Context: an optimization exercise on an open-source flow, tuned for small area. The choices shown serve that exercise and are no tape-out recipe.
In this exercise RTL edits were held to simulation tests only and were not proved equivalent to the original.
The clock port is modelled as an ideal driver; clocking choices that lean on that would not hold on a real chip.
Power and IR drop assume default switching activity.

Design lcd114_test, start of the top module:
module lcd114_test(
	input clk,
	input resetn,
	output lcd_resetn,
	output lcd_cs,
	output lcd_rs,
	output lcd_data,
	output lcd_bl
);
For scale: about 280 cells after synthesis, about 7 I/O pins.
clock: 10.0 ns
lec_check: 0
cap_margin: 20
core_margin: 2
core_utilization: 40
place_density: 0.6
slew_margin: 20
standard.sh (not shown) runs the stock make flow with config.mk's settings and CLKGATE_MAP_FILE= SYNTH_SCRIPT=/design/flow/synth_recipe.tcl, a recipe that flattens the netlist after the stock synthesis.
==> flow/flow/run.sh <==
#!/bin/bash
# Own flow: the standard synthesis, then an area-oriented re-synthesis of the
# combinational logic only (registers kept as they are, same names and cells), then
# the standard layout from floorplan to finish.
set -euo pipefail
W=$PWD
R=$W/orfs/results/$FLOW_PLATFORM/lcd114_test/base
LIB=$FLOW_HOME/platforms/$FLOW_PLATFORM/lib/sky130_fd_sc_hd__tt_025C_1v80.lib
YOSYS=$(command -v yosys || echo $FLOW_HOME/../tools/install/yosys/bin/yosys)

bash standard.sh synth > $W/log_1_synth_std.txt 2>&1
cp $R/1_2_yosys.v $W/netlist_std.v

sed -e "s#@LIB@#$LIB#g" -e "s#@IN@#$W/netlist_std.v#" -e "s#@OUT@#$W/netlist_reopt.v#" \
    -e "s#@SCRIPT@#$W/flow/reopt.abc#" -e "s#@STAT@#$W/reopt_stat.txt#" \
    flow/reopt.ys > $W/reopt_run.ys
$YOSYS -s $W/reopt_run.ys > $W/log_1_reopt_yosys.txt 2>&1

cp $W/netlist_reopt.v $R/1_2_yosys.v
rm -f $R/1_synth.odb $R/1_synth.sdc
bash standard.sh > $W/log_2_layout.txt 2>&1
==> flow/flow/reopt.abc <==
&get -n
&st
&deepsyn -T 60
&put
dch
map -a
topo
==> flow/flow/reopt.ys <==
# comb cells become logic, registers and tie cells stay as they are
read_liberty -ignore_miss_func @LIB@
blackbox sky130_fd_sc_hd__df* sky130_fd_sc_hd__conb_1
read_verilog @IN@
hierarchy -top lcd114_test
flatten
opt_clean -purge
stat
abc -script @SCRIPT@ -liberty @LIB@ -dont_use *lpflow* -dont_use *probe* -D 10000
opt_clean -purge
splitnets
opt_clean -purge
tee -o @STAT@ stat -liberty @LIB@
check
write_verilog -noattr -nohex -nodec @OUT@
Change:
==> flow/flow/run.sh (replaced) <==
#!/bin/bash
# Own flow: the standard synthesis, then an area-oriented re-synthesis of the
# combinational logic only (registers kept as they are: same names, same cells),
# then the standard layout from floorplan to finish.
set -euo pipefail
W=$PWD
R=$W/orfs/results/$FLOW_PLATFORM/lcd114_test/base
LIB=$FLOW_HOME/platforms/$FLOW_PLATFORM/lib/sky130_fd_sc_hd__tt_025C_1v80.lib
YOSYS=$(command -v yosys || echo $FLOW_HOME/../tools/install/yosys/bin/yosys)
NJ=${NUM_CORES:-4}

bash standard.sh synth > $W/log_1_synth_std.txt 2>&1
cp $R/1_2_yosys.v $W/netlist_std.v

# re-synthesis: ABC's deepsyn with several seeds, keep the smallest netlist
mkdir -p $W/reopt
run_seed() {
  local s=$1
  sed -e "s#@SEED@#$s#" flow/reopt.abc > $W/reopt/s$s.abc
  sed -e "s#@LIB@#$LIB#g" -e "s#@IN@#$W/netlist_std.v#" -e "s#@OUT@#$W/reopt/s$s.v#" \
      -e "s#@SCRIPT@#$W/reopt/s$s.abc#" -e "s#@STAT@#$W/reopt/s$s.stat#" \
      flow/reopt.ys > $W/reopt/s$s.ys
  $YOSYS -s $W/reopt/s$s.ys > $W/reopt/log_yosys_s$s.txt 2>&1 || true
}
SEEDS=$(cat flow/seeds.txt)
i=0
for s in $SEEDS; do
  run_seed $s &
  i=$((i+1))
  if (( i % NJ == 0 )); then wait; fi
done
wait
best=""; barea=""
for s in $SEEDS; do
  a=$(grep -s "Chip area" $W/reopt/s$s.stat | awk '{print $NF}' || true)
  [[ -n "$a" && -s $W/reopt/s$s.v ]] || continue
  echo "seed $s area $a" >> $W/reopt/areas.txt
  if [[ -z "$best" ]] || awk "BEGIN{exit !($a < $barea)}"; then best=$s; barea=$a; fi
done
echo "best seed $best area $barea" >> $W/reopt/areas.txt
if [[ -n "$best" ]]; then
  cp $W/reopt/s$best.v $R/1_2_yosys.v
  rm -f $R/1_synth.odb $R/1_synth.sdc
fi

# port buffers: the smallest buffer (repair may still upsize it)
EXTRA=("BUFFER_PORTS_ARGS=-buffer_cell sky130_fd_sc_hd__buf_1")
# clock tree: settings in flow/cts_args.txt when present
if [[ -s flow/cts_args.txt ]]; then EXTRA+=("CTS_ARGS=$(tr '\n' ' ' < flow/cts_args.txt)"); fi
bash standard.sh "${EXTRA[@]}" finish > $W/log_2_layout.txt 2>&1
==> flow/flow/cts_args.txt (new file) <==
-sink_clustering_enable -repair_clock_nets -dont_use_dummy_load -sink_clustering_size 30 -sink_clustering_max_diameter 500 -root_buf sky130_fd_sc_hd__clkbuf_8 -buf_list sky130_fd_sc_hd__clkbuf_8
==> flow/flow/reopt.abc (replaced) <==
&get -n
&st
&deepsyn -T 60 -S @SEED@
&put
dch
map -a
topo
==> flow/flow/seeds.txt (new file) <==
0 13 21 89 7 3 42 77
Result:
- global-route usage went up by 0.14 points
- worst setup slack is better by 0.56 ns
- routed wire length fell by about 10%
- sequential power stays flat
- power goes down by about 17%
- worst hold slack is better by 0.079 ns
- clock skew went up by 0.014 ns
- utilization falls by 2.4 points
- sequential cell count does not change
- clock power falls by about 35%
Change:
--- a/flow/flow/run.sh
+++ b/flow/flow/run.sh
@@ -48,2 +48,7 @@
-# clock tree: settings in flow/cts_args.txt when present
-if [[ -s flow/cts_args.txt ]]; then EXTRA+=("CTS_ARGS=$(tr '\n' ' ' < flow/cts_args.txt)"); fi
+# clock tree: one clock buffer (flow/one_clkbuf.tcl, run before CTS) drives every register;
+# CTS is then given only the port's net, which has that one sink, so it adds nothing
+if [[ -s flow/one_clkbuf.tcl ]]; then
+  EXTRA+=("PRE_CTS_TCL=$W/flow/one_clkbuf.tcl" "CTS_ARGS=-clk_nets clk")
+elif [[ -s flow/cts_args.txt ]]; then
+  EXTRA+=("CTS_ARGS=$(tr '\n' ' ' < flow/cts_args.txt)")
+fi
==> flow/flow/one_clkbuf.tcl (new file) <==
# one clock buffer between the clock port and every register clock pin
proc insert_one_clock_buffer { cell } {
  set block [ord::get_db_block]
  set clk [$block findNet clk]
  set master [[ord::get_db] findMaster $cell]
  set inst [odb::dbInst_create $block $master clkbuf_root]
  set nn [odb::dbNet_create $block clknet_root]
  $nn setSigType CLOCK
  set sx 0; set sy 0; set k 0
  foreach it [$clk getITerms] {
    set i [$it getInst]
    set loc [$i getLocation]
    set sx [expr {$sx + [lindex $loc 0]}]; set sy [expr {$sy + [lindex $loc 1]}]; incr k
    $it disconnect
    $it connect $nn
  }
  [$inst findITerm A] connect $clk
  [$inst findITerm X] connect $nn
  $inst setLocation [expr {$sx / $k}] [expr {$sy / $k}]
  $inst setPlacementStatus PLACED
  puts "inserted $cell driving $k clock pins"
}
insert_one_clock_buffer sky130_fd_sc_hd__clkbuf_16
--- a/flow/config.mk
+++ b/flow/config.mk
@@ -10 +10 @@
-export CORE_UTILIZATION = 40
+export CORE_UTILIZATION = 55
removed: flow/flow/cts_args.txt
What happened:
- power falls by roughly a tenth
- global-route usage climbs by 4.8 points
- synthesized area stays the same
- worst hold slack is better by 0.0057 ns
- cell count drops by a few percent
- utilization came out higher by 17 points
- critical path depth is unchanged
- wire length drops by a few percent
- synthesized cell count is unchanged
Change:
--- a/flow/flow/run.sh
+++ b/flow/flow/run.sh
@@ -18,2 +18,2 @@
-  local s=$1
-  sed -e "s#@SEED@#$s#" flow/reopt.abc > $W/reopt/s$s.abc
+  local s=$1 v=${1%%_*} seed=${1##*_}
+  sed -e "s#@SEED@#$seed#" flow/reopt_$v.abc > $W/reopt/s$s.abc
@@ -25 +25,2 @@
-SEEDS=$(cat flow/seeds.txt)
+SEEDS=""
+for v in $(cat flow/variants.txt); do for s in $(cat flow/seeds.txt); do SEEDS="$SEEDS ${v}_$s"; done; done
==> flow/flow/reopt_a.abc (new file) <==
&get -n
&st
&deepsyn -T 90 -S @SEED@
&put
dch
map -a
topo
==> flow/flow/reopt_b.abc (new file) <==
&get -n
&st
&deepsyn -T 90 -S @SEED@
&if -K 4 -a
&satlut
&st
&if -K 4 -a
&satlut
&st
&put
dch
map -a
topo
==> flow/flow/variants.txt (new file) <==
a b
--- a/flow/config.mk
+++ b/flow/config.mk
@@ -10 +10 @@
-export CORE_UTILIZATION = 55
+export CORE_UTILIZATION = 45
removed: flow/flow/reopt.abc
Result: The changed run produced a clean layout; first-iteration DRC count goes up by 38%; register-to-register slack improved by 0.44 ns; cell count goes up by 1.0%; design area goes up by 0.36%; total power goes up by 2.0%; core utilization goes down by 10 points; routed wire length goes down by 3.1%.

==> static timing again, ports no longer ideal <==
The flow's constraints put no driver on any port. The routed layouts listed below were extracted and timed again, unchanged, in two steps.
Step 1 (the two cells are an assumption about what drives the block):
set clk [get_ports {clk}]
set_driving_cell -lib_cell sky130_fd_sc_hd__clkbuf_16 $clk
set_driving_cell -lib_cell sky130_fd_sc_hd__buf_2 [delete_from_list [all_inputs] $clk]
Step 2, shift: input delay + t, output delay - t, t = (earliest + latest rising clock arrival at the registers) / 2. This alone moves slack from input paths to output paths.
Three values: ideal, step 1, step 2; two values: the first two.
run | t, ns | setup slack, ns | latest minus earliest clock arrival (ns) | slew at the worst register clock pin (ns)
the first run | 0.285 | 4.177 / 4.154 / 4.439 | 0.004 / 0.004 | 0.08 / 0.08
the second run | 0.280 | 4.739 / 4.712 / 4.992 | 0.019 / 0.018 | 0.08 / 0.08
the third run | 0.168 | 4.874 / 4.847 / 5.014 | 0.001 / 0.001 | 0.08 / 0.08
the fourth run | 0.173 | 3.841 / 3.813 / 3.986 | 0.003 / 0.003 | 0.08 / 0.08
After both steps setup and hold are still met in every run listed.
